Source: an optimization exercise on an open RTL-to-GDS flow (aim: small area). Production flows keep margins and buffers that such runs may drop.
In this exercise RTL edits were held to simulation tests only and were not proved equivalent to the original.

==> flow/design.v (excerpt) <==
module STDPmodel (reset, clk, T_pre, T_post, W_previous, W_new);
For scale: about 130 I/O pins, roughly 0.015 mm2 of cells after synthesis.
Settings: LEC_CHECK=0, CAP_MARGIN=20, CORE_MARGIN=2, CORE_UTILIZATION=60, SLEW_MARGIN=20, SYNTH_HIERARCHICAL=1, SYNTH_MINIMUM_KEEP_SIZE=0; clock period 25.0 ns.
run.sh (not shown) runs the stock make flow with config.mk's settings and CLKGATE_MAP_FILE= SYNTH_SCRIPT=/design/flow/synth_recipe.tcl, a recipe that flattens the netlist after the stock synthesis.
The first run finished with timing, DRC and antenna clean.
Change:
- CORE_UTILIZATION: 60 -> 40
The changed run completed with no timing, DRC or antenna violations.
Setup slack is better by 0.012 ns.
Synthesized area is unchanged.
Cell area is higher slightly.
Global-route usage fell by 11 points.

## v51
Another version of the RTL of STDPmodel (not shown whole).
Size in the first run: about 25 flip-flops, roughly 130 I/O pins, ~0.013 mm² of cells after synthesis.
export LEC_CHECK = 0
export ABC_AREA = 1
export CAP_MARGIN = 20
export CORE_MARGIN = 2
export CORE_UTILIZATION = 40
export SLEW_MARGIN = 20
export SYNTH_HIERARCHICAL = 1
export SYNTH_MINIMUM_KEEP_SIZE = 0
create_clock -name core_clock -period 25.0 [get_ports {clk}]
v51 reached the final stage; the timing, DRC and antenna checks on its layout passed.
Setup changes, v51 to v54
==> flow/flow/run.sh (new file) <==
#!/bin/bash
set -euo pipefail
export BUFFER_PORTS_ARGS="-buffer_cell sky130_fd_sc_hd__buf_1"
bash standard.sh finish > flow_make.log 2>&1 || { tail -50 flow_make.log; exit 1; }
tail -5 flow_make.log
==> flow/standard.sh (new file) <==
#!/bin/bash
# synth_recipe.tcl (not shown) runs the flow's synth.tcl, then flattens the netlist and writes it again
# the make line also repeats each setting of config.mk as NAME=value (left out here)
make -C /OpenROAD-flow-scripts/flow DESIGN_CONFIG=/design/flow/config.mk WORK_HOME=/design/flow/orfs CLKGATE_MAP_FILE= SYNTH_SCRIPT=/design/flow/synth_recipe.tcl "${@:-finish}"
-- flow/config.mk --
<<< v51, line 8
export ABC_AREA = 1
export CAP_MARGIN = 20
export CORE_MARGIN = 2
export CORE_UTILIZATION = 40
export SLEW_MARGIN = 20
export SYNTH_HIERARCHICAL = 1
>>> v54, line 8
export ABC_AREA = 1
export CAP_MARGIN = 0
export CORE_MARGIN = 2
export CORE_UTILIZATION = 40
export CTS_BUF_LIST = sky130_fd_sc_hd__clkbuf_8
export SLEW_MARGIN = 0
export SYNTH_HIERARCHICAL = 1
removed: flow/run.sh
Notes after the runs:
- The minimum clock period number comes out lower for v54 vs v51.
- Compared with v51, v54 has extra setup slack.
- Looking at final design instance area without fill across both flows, v54 is the stronger of the two, with v51 trailing.
- v54 vs. v51: global-route wire length before repair went down 1.7 mm, fmax went up 0.48%.
For v29, these inputs were changed with respect to v54:
-- flow/config.mk --
<<< v54, line 8
export ABC_AREA = 1
export CAP_MARGIN = 0
export CORE_MARGIN = 2
export CORE_UTILIZATION = 40
export CTS_BUF_LIST = sky130_fd_sc_hd__clkbuf_8
export SLEW_MARGIN = 0
export SYNTH_HIERARCHICAL = 1
>>> v29, line 8
export ABC_AREA = 1
export CAP_MARGIN = 20
export CORE_MARGIN = 2
export CORE_UTILIZATION = 40
export SLEW_MARGIN = 20
export SYNTH_HIERARCHICAL = 1
Notes after the runs:
From v54 to v29 the numbers moved as follows: time the worst path needs with I/O delays and setup climbed 0.0056 ns; transition time at the pin with the least slew margin saw an increase; area overhead of the layout relative to synthesis up 0.26 points.
Reported for v54 and v29, H-tree level count turned out identical to the last digit.
diff inputs: v29 => v57
-- flow/config.mk --
<<< v29, line 11
export CORE_UTILIZATION = 40
export SLEW_MARGIN = 20
>>> v57, line 11
export CORE_UTILIZATION = 40
export CTS_BUF_LIST = sky130_fd_sc_hd__clkbuf_8
export SLEW_MARGIN = 20
Results
- Per the final summary, v57 finished and its layout is clean on timing, DRC and antenna.
- On final core utilization, v57 tracks v29 almost exactly.
- Compared v29 against v57; proportion of cell area occupied by registers within noise.
- Any difference in met1 routing resource usage after global routing between v29 and v57 is small enough to ignore.
- Taking v29 as the reference, in v57 maximum frequency ~0 delta; proportion of cell area occupied by multi-input gates grew by 0.20 points; wire length of the first global-routing pass neither gained nor lost much; number of global-route vias before repair barely changed.

[static timing again, ports no longer ideal]
No port has a modelled driver above. Below, the same layouts with a new extraction and two added sets of constraints. Step 1 (the two cells are an assumption about what drives the block):
set clk [get_ports {clk}]
set_driving_cell -lib_cell sky130_fd_sc_hd__clkbuf_16 $clk
set_driving_cell -lib_cell sky130_fd_sc_hd__buf_2 [delete_from_list [all_inputs] $clk]
Step 2 adds t to the input delays and takes it off the output delays; t is the mean of the earliest and latest rising clock arrival at the registers after step 1. Input paths then give back, and output paths get back, about the clock's delay inside the block. Slacks: ideal ports / drivers / drivers and shift; pairs: ideal ports / drivers.
run | shift t [ns] | setup slack, ns | worst setup path at the end | cell pins on the clock port's net
the first run of note 1 | 0.294 | 0.531 / 0.508 / 0.508 | input to output | 1
the second run of note 1 | 0.290 | 0.543 / 0.520 / 0.520 | input to output | 1
v51 | 0.290 | 1.737 / 1.708 / 1.708 | input to output | 1
v54 | 0.292 | 1.847 / 1.822 / 1.822 | input to output | 1
v29 | 0.287 | 1.841 / 1.816 / 1.816 | input to output | 1
v57 | 0.292 | 1.847 / 1.822 / 1.822 | input to output | 1
After both steps setup and hold are still met in every run listed. The setup slack of v51, which loses most, moves by -0.029 ns with the drivers and by -0.029 ns with both steps.
